From an optimization exercise on the open Yosys and OpenROAD flow, aimed at small area; shortcuts taken in it are not production practice. Only simulation tests tie the RTL to the original design; equivalence was not proved. The clock input has no modelled driver; a real chip could not lean on it and would need a root buffer or a full tree. No activity file was given, so power comes from the tool's default toggle rates.

==> inputs of run Z <==
==> flow/design.v <==
module frequencyDivider (
	input clock,
	input reset,
	output reg txenable1,
	output reg rxenable1,
	output txtick,
	output rxtick
);
reg txMod2;
reg [2:0] txMod7;
reg [4:0] txMod31;
reg [4:0] rxMod27;
localparam [15:0] FB = 16'd39780;
wire txPair = txMod7[2:1] == 2'b10 && txMod31[4:1] == 4'b0101;
wire txZero = ~txMod2 & txPair & txMod7[0] & ~txMod31[0];
wire txOne = txPair & ~txMod7[0] & txMod31[0];	 
assign txtick = txMod2 & txOne;
wire rxPair = rxMod27[4:1] == 4'd5;
wire rxZero = ~txMod2 & rxPair & (rxMod27[0] == 1'b0);
wire rxOne = rxPair & (rxMod27[0] == 1'b1);	 
assign rxtick = txMod2 & rxOne;
always @(posedge clock) begin
	if (reset) begin
		txMod2 <= 1'b0;
		txMod7 <= 3'b101;
		txMod31 <= 5'b01010;
		rxMod27 <= 5'd10;
		txenable1 <= 1'b0;
		rxenable1 <= 1'b0;
	end else begin
		txMod2 <= ~txMod2;
		txMod7 <= {~txMod7[1:0], ~(txMod7[2] ^ txMod7[1])};
		txMod31 <= {~txMod31[3:0], ~(txMod31[4] ^ txMod31[2])};
		rxMod27 <= {~rxMod27[3:0], FB[{rxMod27[4], rxMod27[2], rxMod27[1], rxMod27[0]}]};
		txenable1 <= txZero | (txenable1 & ~(~txMod2 & txOne));
		rxenable1 <= rxZero | (rxenable1 & ~(~txMod2 & rxOne));
	end
end
endmodule
module transmitter (
	input clock,
	input reset,
	input tick,
	input transmit,
	input [7:0] txDataIn,
	output reg txDataOut
);
reg [3:0] state;
wire idle = state[3] & state[0];
always @(posedge clock) begin
	if (reset) begin
		state <= 4'd9;
		txDataOut <= 1'b1;
	end else if (tick & (~idle | transmit)) begin
		state <= (state + 4'd1) & {4{~idle}};
		txDataOut <= state[3] ? ~idle : txDataIn[state[2:0]];
	end
end
endmodule
module receiver (
	input clock,
	input reset,
	input tick,
	input rxDataIn,
	output reg [7:0] rxDataOut
);
reg [6:0] q;
wire idle = ~q[6] & ~q[5];
wire step = tick & ~idle;
wire load = tick & idle & ~rxDataIn;
wire [6:0] qn = q + 7'd1;
wire [6:0] qstep = q + {6'd0, step};
wire sample = step & qn[6] & ~qn[2] & ~qn[1] & ~qn[0];
always @(posedge clock) begin
	if (reset) begin
		q <= 7'd0;
		rxDataOut <= 8'd0;
	end else begin
		q <= qstep | ({7{load}} & 7'd53);
		if (sample)
			rxDataOut[qn[5:3]] <= rxDataIn;
	end
end
endmodule
module uart (
	input clock,             
	input reset,             
	input transmit,          
	input [7:0] dataIn,      
	output txenable,         
	output rxenable,         
	output [7:0] dataOut,    
	output txOutData         
);
wire txtick, rxtick;
frequencyDivider frequencyDivider1 (
	.clock(clock),
	.reset(reset),
	.txenable1(txenable),
	.rxenable1(rxenable),
	.txtick(txtick),
	.rxtick(rxtick)
);
transmitter tx (
	.clock(clock),
	.reset(reset),
	.tick(txtick),
	.transmit(transmit),
	.txDataIn(dataIn),
	.txDataOut(txOutData)
);
receiver rx (
	.clock(clock),
	.reset(reset),
	.tick(rxtick),
	.rxDataIn(txOutData),
	.rxDataOut(dataOut)
);
endmodule
==> flow/flow/run.sh <==
#!/bin/bash
# Own layout flow. The standard synthesis, then the combinational logic
# mapped again for area by ABC, in two ways and with several ABC scripts
# each, keeping the smallest netlist:
#  - resyn.tcl: the standard netlist's logic re-mapped (registers untouched);
#  - hier.tcl: the design synthesized with each module mapped on its own, its
#    registers then given the standard netlist's names by rename_regs.py
#    (used only if the registers pair one to one with the same cell types).
# Then the standard ORFS layout of that netlist, with 1x port buffers (2x on
# reset, gpl_pre.tcl) and a two-buffer clock distribution (cts_pre.tcl).
# Each tool writes its own log in this folder.
set -euo pipefail
W=$PWD
F=$W/flow
bash standard.sh synth > $W/std_synth.log 2>&1
cp $W/orfs/results/$FLOW_PLATFORM/uart/base/1_2_yosys.v $W/std_netlist.v
export LIBFILE=$FLOW_HOME/platforms/sky130hd/lib/sky130_fd_sc_hd__tt_025C_1v80.lib
export DONT_USE_CELLS="$(make -s -C $FLOW_HOME DESIGN_CONFIG=$W/config.mk print-DONT_USE_CELLS 2>/dev/null | sed -n 's/^DONT_USE_CELLS: //p')"
export STD_NETLIST=$W/std_netlist.v DESIGN_FILE=$W/design.v
mkdir -p $W/resyn
for s in $F/area_*.abc; do
  n=$(basename $s .abc)
  (cd $W/resyn && OUT_NETLIST=$W/resyn/flat_$n.v ABC_SCRIPT=$s STAT_FILE=$W/resyn/flat_$n.stat \
    yosys -c $F/resyn.tcl > $W/resyn_flat_$n.log 2>&1) &
  (cd $W/resyn && OUT_NETLIST=$W/resyn/hier_raw_$n.v ABC_SCRIPT=$s STAT_FILE=$W/resyn/hier_$n.stat \
    yosys -c $F/hier.tcl > $W/resyn_hier_$n.log 2>&1 &&
    python3 $F/rename_regs.py $W/std_netlist.v $W/resyn/hier_raw_$n.v $W/resyn/hier_$n.v \
    > $W/rename_hier_$n.log 2>&1 || rm -f $W/resyn/hier_$n.stat) &
done
wait
for f in $W/resyn/*.stat; do
  if [[ -f ${f%.stat}.v ]]; then echo "$(awk '/Chip area/{print $NF}' $f) ${f%.stat}.v"; fi
done | sort -g > $W/resyn_choice.txt
cp "$(head -1 $W/resyn_choice.txt | cut -d' ' -f2)" $W/resyn.v
rm -rf $W/orfs
export SYNTH_NETLIST_FILES=$W/resyn.v
export PRE_GLOBAL_PLACE_TCL=$F/gpl_pre.tcl DONT_BUFFER_PORTS=1 RESET_PORT_NAME=reset GPL_TIMING_DRIVEN=0
export PRE_CTS_TCL=$F/cts_pre.tcl CLOCK_BUF_CELL=sky130_fd_sc_hd__clkbuf_8 CLOCK_BUF_COUNT=2 CLOCK_PORT_NAME=clock
bash standard.sh > $W/layout.log 2>&1
==> flow/flow/area_a7.abc <==
strash
dch -f
map -a
strash
dch -f
map -a
==> flow/flow/area_m1.abc <==
strash
&get -n
&deepsyn -I 4 -J 50
&put
dc2
dch -f
map -a
mfs2
strash
dc2
dch -f
map -a
==> flow/flow/area_m4.abc <==
strash
&get -n
&deepsyn -I 4 -J 50
&put
dc2
dch -f
map -a
strash
dc2
dch -f
map -a
strash
dc2
dch -f
map -a
==> flow/flow/area_s1.abc <==
strash
&get -n
&deepsyn -I 4 -J 50 -S 1
&put
dc2
dch -f
map -a
strash
dc2
dch -f
map -a
==> flow/flow/area_s2.abc <==
strash
&get -n
&deepsyn -I 4 -J 50 -S 2
&put
dc2
dch -f
map -a
strash
dc2
dch -f
map -a
==> flow/flow/area_s3.abc <==
strash
&get -n
&deepsyn -I 4 -J 50 -S 3
&put
dc2
dch -f
map -a
strash
dc2
dch -f
map -a
==> flow/flow/area_s4.abc <==
strash
&get -n
&deepsyn -I 4 -J 50 -S 4
&put
dc2
dch -f
map -a
strash
dc2
dch -f
map -a
==> flow/flow/area_s6.abc <==
strash
&get -n
&deepsyn -I 4 -J 50 -S 6
&put
dc2
dch -f
map -a
strash
dc2
dch -f
map -a
==> flow/flow/cts_pre.tcl <==
# Clock distribution for a small design, in place of TritonCTS's tree (which
# builds a root buffer and four leaf buffers): the flip-flops are split by
# position into CLOCK_BUF_COUNT groups of about equal size, and each group's
# clock pins are fed by one buffer placed at the group's centre. The clock
# port drives only these buffers, so every flip-flop is one buffer from it.
set block [ord::get_db_block]
set master [[ord::get_db] findMaster $::env(CLOCK_BUF_CELL)]
set clknet [$block findNet $::env(CLOCK_PORT_NAME)]
set k $::env(CLOCK_BUF_COUNT)
set sinks {}
foreach iterm [$clknet getITerms] {
  set bb [[$iterm getInst] getBBox]
  lappend sinks [list [expr {([$bb xMin] + [$bb xMax]) / 2}] [expr {([$bb yMin] + [$bb yMax]) / 2}] $iterm]
}
set n [llength $sinks]
# split along the longer side of the sinks' bounding box
set xs [lmap s $sinks {lindex $s 0}]
set ys [lmap s $sinks {lindex $s 1}]
set dx [expr {[tcl::mathfunc::max {*}$xs] - [tcl::mathfunc::min {*}$xs]}]
set dy [expr {[tcl::mathfunc::max {*}$ys] - [tcl::mathfunc::min {*}$ys]}]
set axis [expr {$dx >= $dy ? 0 : 1}]
set sinks [lsort -integer -index $axis $sinks]
for {set g 0} {$g < $k} {incr g} {
  set lo [expr {$g * $n / $k}]
  set hi [expr {($g + 1) * $n / $k - 1}]
  set group [lrange $sinks $lo $hi]
  set net [odb::dbNet_create $block clknet_$g]
  $net setSigType CLOCK
  set inst [odb::dbInst_create $block $master clkbuf_$g]
  set sx 0; set sy 0
  foreach s $group {
    set sx [expr {$sx + [lindex $s 0]}]
    set sy [expr {$sy + [lindex $s 1]}]
    set iterm [lindex $s 2]
    $iterm disconnect
    $iterm connect $net
  }
  [$inst findITerm A] connect $clknet
  [$inst findITerm X] connect $net
  set m [llength $group]
  $inst setLocation [expr {$sx / $m}] [expr {$sy / $m}]
  $inst setPlacementStatus PLACED
  puts "clock buffer clkbuf_$g ($::env(CLOCK_BUF_CELL)) drives $m clock pins"
}
rename clock_tree_synthesis tritoncts_clock_tree_synthesis
proc clock_tree_synthesis { args } { puts "TritonCTS skipped: the clock is buffered by cts_pre.tcl" }
==> flow/flow/gpl_pre.tcl <==
# Port buffers, as the standard flow makes them but with 1x buffers; the
# reset input, which fans out to most of the design, gets a 2x buffer.
buffer_ports -buffer_cell sky130_fd_sc_hd__buf_1
set block [ord::get_db_block]
set bt [$block findBTerm $::env(RESET_PORT_NAME)]
set net [$bt getNet]
foreach iterm [$net getITerms] {
  set inst [$iterm getInst]
  if { [[$inst getMaster] getName] == "sky130_fd_sc_hd__buf_1" } {
    $inst swapMaster [[ord::get_db] findMaster sky130_fd_sc_hd__buf_2]
    puts "reset port buffer [$inst getName] is sky130_fd_sc_hd__buf_2"
  }
}
==> flow/flow/hier.tcl <==
# Synthesis of the design with its module hierarchy kept while ABC maps each
# module's logic on its own, then flattened. rename_regs.py then gives its
# registers the standard synthesis's names (and checks their cell types).
yosys -import
set lib $::env(LIBFILE)
set top $::env(FLOW_TOP)
read_verilog -defer $::env(DESIGN_FILE)
hierarchy -top $top
synth -nofsm -noshare -top $top
set du {}
foreach c $::env(DONT_USE_CELLS) { lappend du -dont_use $c }
dfflibmap -liberty $lib {*}$du
opt
setundef -zero
abc -liberty $lib {*}$du -script $::env(ABC_SCRIPT)
opt_clean -purge
flatten
opt_clean -purge
hilomap -singleton -hicell sky130_fd_sc_hd__conb_1 HI -locell sky130_fd_sc_hd__conb_1 LO
select $top
tee -o $::env(STAT_FILE) stat -liberty $lib
write_verilog -noattr -noexpr -nohex -nodec -selected $::env(OUT_NETLIST)
==> flow/flow/rename_regs.py <==
#!/usr/bin/env python3
"""Give the registers of a netlist the instance names of the standard
synthesis's registers, pairing them by the net on their Q pin. Fails (exit 1)
unless both netlists hold the same registers, one to one, of the same cell
types. Usage: rename_regs.py standard.v netlist.v out.v"""
import re, sys
SEQ = re.compile(r'sky130_fd_sc_hd__(?:df|edf|sdf|sedf|dl)\w*')
INST = re.compile(r'^(\s*)(sky130_fd_sc_hd__\w+)\s+(\\\S+\s|\S+)\s*\((.*?)\);', re.S | re.M)
def regs(text):
    out = {}
    for m in INST.finditer(text):
        typ, name, pins = m.group(2), m.group(3).strip(), m.group(4)
        if not SEQ.fullmatch(typ):
            continue
        q = re.search(r'\.Q\(([^()]*)\)', pins)
        if not q:
            sys.exit('register %s has no Q' % name)
        key = re.sub(r'[\\\s]', '', q.group(1))
        if key in out:
            sys.exit('two registers drive %s' % key)
        out[key] = (typ, name, m.start(3), m.end(3))
    return out
std = regs(open(sys.argv[1]).read())
text = open(sys.argv[2]).read()
new = regs(text)
if set(std) != set(new):
    sys.exit('registers differ: %s' % sorted(set(std) ^ set(new)))
for k in std:
    if std[k][0].rsplit('_', 1)[0] != new[k][0].rsplit('_', 1)[0]:
        sys.exit('register on %s is %s, not %s' % (k, new[k][0], std[k][0]))
taken = set(n for _, n, _, _ in std.values())
for m in INST.finditer(text):
    if m.group(3).strip() in taken and not SEQ.fullmatch(m.group(2)):
        sys.exit('name %s already used' % m.group(3))
parts, last = [], 0
for k, (typ, name, s, e) in sorted(new.items(), key=lambda kv: kv[1][2]):
    parts.append(text[last:s])
    nm = std[k][1]
    parts.append(nm + ' ' if nm.startswith('\\') else nm + ' ')
    last = e
parts.append(text[last:])
open(sys.argv[3], 'w').write(''.join(parts))
print('renamed %d registers' % len(new))
==> flow/flow/resyn.tcl <==
# Re-map the combinational logic of the standard synthesis netlist for area.
# The flip-flops are kept as they are (same instances, names and cell types).
yosys -import
set lib $::env(LIBFILE)
set top $::env(FLOW_TOP)
read_liberty -ignore_miss_func $lib
read_verilog -defer $::env(STD_NETLIST)
hierarchy -top $top
foreach m [split [string trim [tee -q -s result.string select -list-mod =sky130_fd_sc_hd__*df* =sky130_fd_sc_hd__*dl*]] "\n"] {
  setattr -mod -set keep_hierarchy 1 $m
}
flatten
opt -purge
techmap
opt -fast
set du {}
foreach c $::env(DONT_USE_CELLS) { lappend du -dont_use $c }
abc -liberty $lib {*}$du -script $::env(ABC_SCRIPT)
opt_clean -purge
hilomap -singleton -hicell sky130_fd_sc_hd__conb_1 HI -locell sky130_fd_sc_hd__conb_1 LO
select $top
tee -o $::env(STAT_FILE) stat -liberty $lib
write_verilog -noattr -noexpr -nohex -nodec -selected $::env(OUT_NETLIST)
==> flow/standard.sh <==
#!/bin/bash
# synth_recipe.tcl (not shown) runs the flow's synth.tcl, then flattens the netlist and writes it again
# the make line also repeats each setting of config.mk as NAME=value (left out here)
make -C /OpenROAD-flow-scripts/flow DESIGN_CONFIG=/design/flow/config.mk WORK_HOME=/design/flow/orfs CLKGATE_MAP_FILE= SYNTH_SCRIPT=/design/flow/synth_recipe.tcl "${@:-finish}"
==> flow/config.mk <==
export PLATFORM = sky130hd
export DESIGN_NAME = uart
export DESIGN_NICKNAME = uart
export VERILOG_FILES = /design/flow/design.v
export SDC_FILE = /design/flow/constraint.sdc
export NUM_CORES = 4
export LEC_CHECK = 0
export CAP_MARGIN = 20
export CORE_MARGIN = 2
export CORE_UTILIZATION = 40
export GPL_TIMING_DRIVEN = 0
export SLEW_MARGIN = 20
==> flow/constraint.sdc <==
create_clock -name core_clock -period 20.0 [get_ports {clock}]
set_input_delay 4.0000 -clock core_clock [delete_from_list [all_inputs] [get_ports {clock}]]
set_output_delay 4.0000 -clock core_clock [all_outputs]
set_load 0.01 [all_outputs]
==> inputs of run G, as changes to run Z <==
==> flow/design.v, changed modules only <==
module frequencyDivider (
	input clock,
	input reset,
	output reg txenable1,
	output reg rxenable1,
	output txtick,
	output rxtick
);
reg txMod2;
reg [2:0] txMod7;
reg [4:0] txMod31;
reg [4:0] rxMod27;
localparam [15:0] FB = 16'd44115;
wire txZero= ~txMod2 & ~|txMod7 & ~|txMod31;
wire txOne = &txMod7 & &txMod31;
assign txtick = txMod2 & txOne;
wire rxZero = ~txMod2 & (rxMod27 == 5'd0);
wire rxOne = rxMod27 == 5'd31;
assign rxtick = txMod2 & rxOne;
always @(posedge clock) begin
	if (reset) begin
		txMod2 <= 1'b0;
		txMod7 <= 3'd0;
		txMod31 <= 5'd0;
		rxMod27 <= 5'd0;
		txenable1 <= 1'b0;
		rxenable1 <= 1'b0;
	end else begin
		txMod2 <= ~txMod2;
		txMod7 <= {~txMod7[1:0], ~(txMod7[2] ^ txMod7[1])};
		txMod31 <= {~txMod31[3:0], ~(txMod31[4] ^ txMod31[2])};
		rxMod27 <= {~rxMod27[3:0], FB[{rxMod27[4], rxMod27[2], rxMod27[1], rxMod27[0]}]};
		txenable1 <= txZero | (txenable1 & ~(~txMod2 & txOne));
		rxenable1 <= rxZero | (rxenable1 & ~(~txMod2 & rxOne));
	end
end
endmodule
module transmitter (
	input clock,
	input reset,
	input tick,
	input transmit,
	input [7:0] txDataIn,
	output reg txDataOut
);
reg [3:0] state;
wire idle = state[3] & state[0];
wire last = state[3] & ~state[0];
always @(posedge clock) begin
	if (reset) begin
		state <= 4'hf;
		txDataOut <= 1'b1;
	end else if (tick & (~idle | transmit)) begin
		state <= (state + 4'd1) | {4{last}};
		txDataOut <= state[3] ? ~idle : txDataIn[state[2:0]];
	end
end
endmodule
==> flow/flow/run.sh (replaced) <==
#!/bin/bash
# Own layout flow: the standard synthesis, then its combinational logic
# re-mapped for area by ABC (registers untouched), then the standard ORFS
# layout of that netlist with 1x port buffers (2x on reset, gpl_pre.tcl)
# and a two-buffer clock
# distribution (cts_pre.tcl). Each tool writes its own log here.
set -euo pipefail
W=$PWD
F=$W/flow
bash standard.sh synth > $W/std_synth.log 2>&1
STD=$W/orfs/results/$FLOW_PLATFORM/uart/base/1_2_yosys.v
cp $STD $W/std_netlist.v
export LIBFILE=$FLOW_HOME/platforms/sky130hd/lib/sky130_fd_sc_hd__tt_025C_1v80.lib
export DONT_USE_CELLS="$(make -s -C $FLOW_HOME DESIGN_CONFIG=$W/config.mk print-DONT_USE_CELLS 2>/dev/null | sed -n 's/^DONT_USE_CELLS: //p')"
# several ABC scripts, run side by side; the smallest netlist is kept
export STD_NETLIST=$W/std_netlist.v
mkdir -p $W/resyn
for s in $F/area_*.abc; do
  n=$(basename $s .abc)
  (cd $W/resyn && OUT_NETLIST=$W/resyn/$n.v ABC_SCRIPT=$s STAT_FILE=$W/resyn/$n.stat \
    yosys -c $F/resyn.tcl > $W/resyn_$n.log 2>&1) &
done
wait
best=$(for f in $W/resyn/*.stat; do echo "$(awk '/Chip area/{print $NF}' $f) $f"; done | sort -g | head -1 | cut -d' ' -f2)
for f in $W/resyn/*.stat; do echo "$(awk '/Chip area/{print $NF}' $f) $f"; done | sort -g > $W/resyn_choice.txt
cp ${best%.stat}.v $W/resyn.v
rm -rf $W/orfs
export SYNTH_NETLIST_FILES=$W/resyn.v
export PRE_GLOBAL_PLACE_TCL=$F/gpl_pre.tcl DONT_BUFFER_PORTS=1 RESET_PORT_NAME=reset GPL_TIMING_DRIVEN=0
export PRE_CTS_TCL=$F/cts_pre.tcl CLOCK_BUF_CELL=sky130_fd_sc_hd__clkbuf_8 CLOCK_BUF_COUNT=2 CLOCK_PORT_NAME=clock
bash standard.sh > $W/layout.log 2>&1
--- a/flow/flow/resyn.tcl
+++ b/flow/flow/resyn.tcl
@@ -3,8 +3,7 @@
 yosys -import
 set lib $::env(LIBFILE)
-set top $::env(FLOW_TOP)
 read_liberty -ignore_miss_func $lib
 read_verilog -defer $::env(STD_NETLIST)
-hierarchy -top $top
+hierarchy -top $::env(FLOW_TOP)
 foreach m [split [string trim [tee -q -s result.string select -list-mod =sky130_fd_sc_hd__*df* =sky130_fd_sc_hd__*dl*]] "\n"] {
   setattr -mod -set keep_hierarchy 1 $m
@@ -19,5 +18,5 @@
 opt_clean -purge
 hilomap -singleton -hicell sky130_fd_sc_hd__conb_1 HI -locell sky130_fd_sc_hd__conb_1 LO
-select $top
+select $::env(FLOW_TOP)
 tee -o $::env(STAT_FILE) stat -liberty $lib
 write_verilog -noattr -noexpr -nohex -nodec -selected $::env(OUT_NETLIST)
removed: flow/flow/hier.tcl
removed: flow/flow/rename_regs.py
==> qor summary <==
| quantity | run G | run Z |
|---|---|---|
| Number of instances in the synthesized netlist | 164 | 172 |
| Part of the total power dissipated in sequential elements | 70.1% | 69.5% |
| Arrival time at the worst endpoint | 5180 ps | 4990 ps |
| Final hold slack | 427 ps | 401 ps |
| Global-route wire length before repair | 4040 um | 4170 um |
| Filler cells | 337 | 338 |
| Share of the final layout cell area in multi-input gates | 35.9% | 35.8% |
| Total standard cell area after synthesis | 1350 sq um | 1330 sq um |
| Number of global-route vias before repair | 942 | 1033 |
| Vias | 1165 | 1141 |
| # placed instances | 231 | 237 |
| Largest clock skew in the final design | 2.67 ps | 1.96 ps |
| P_int | 0.0858 mW | 0.0854 mW |
| Met3 routed wirelength | 84 um | 66 um |
| Result of the run | finished clean | finished clean |
| Sw frac | 20.9% | 21.1% |
| Post-route cell area | 1510 sq um | 1490 sq um |
| Total number of tap cells | 46 | 44 |
| GR Util met1 | 17.9% | 18.1% |
| Multi-input combinational cell count | 106 | 117 |
| Detailed-route wire length on metal 1 | 1140 um | 1160 um |
| Total track usage | 13.2% | 13.7% |
| R2R Path Start | frequencyDivider1.rxMod27[2] | frequencyDivider1.rxMod27[1] |
| Count of non-filler cells in the finished layout | 233 | 239 |
| Total power after layout | 0.108 mW | 0.108 mW |
| Length of routed met2 wiring | 1210 um | 1140 um |
| Routability cong. | 0.815 | 0.738 |
In every run of this note, the design's own scripts or RTL, not TritonCTS, make the clock network.

[what the ideal ports hide]
How much do the figures lean on ideal ports? The routed layouts below were timed once more, with nothing changed but the port constraints. Step 1: set_driving_cell puts a clkbuf_16 on clock and a buf_2 on each other input, an assumption about the parent block. Step 2 times the ports against the registers' clock, not the clock port: input delays grow and output delays shrink by t, the midpoint of the rising clock arrivals with the driver on. Slacks: ideal / step 1 / step 2; pairs: ideal / step 1.
run	t (ns)	slack for setup (ns)	hold WS [ns]	worst register clock-pin slew, ns
run Z	0.192	15.058 / 15.071 / 14.879	0.401 / 0.401 / 0.401	0.10 / 0.10
run G	0.192	14.886 / 14.897 / 14.706	0.427 / 0.427 / 0.427	0.10 / 0.10
After both steps setup and hold are still met in every run listed. For run G, which loses most, drivers alone change the setup slack by +0.011 ns; drivers and shift together by -0.180 ns.
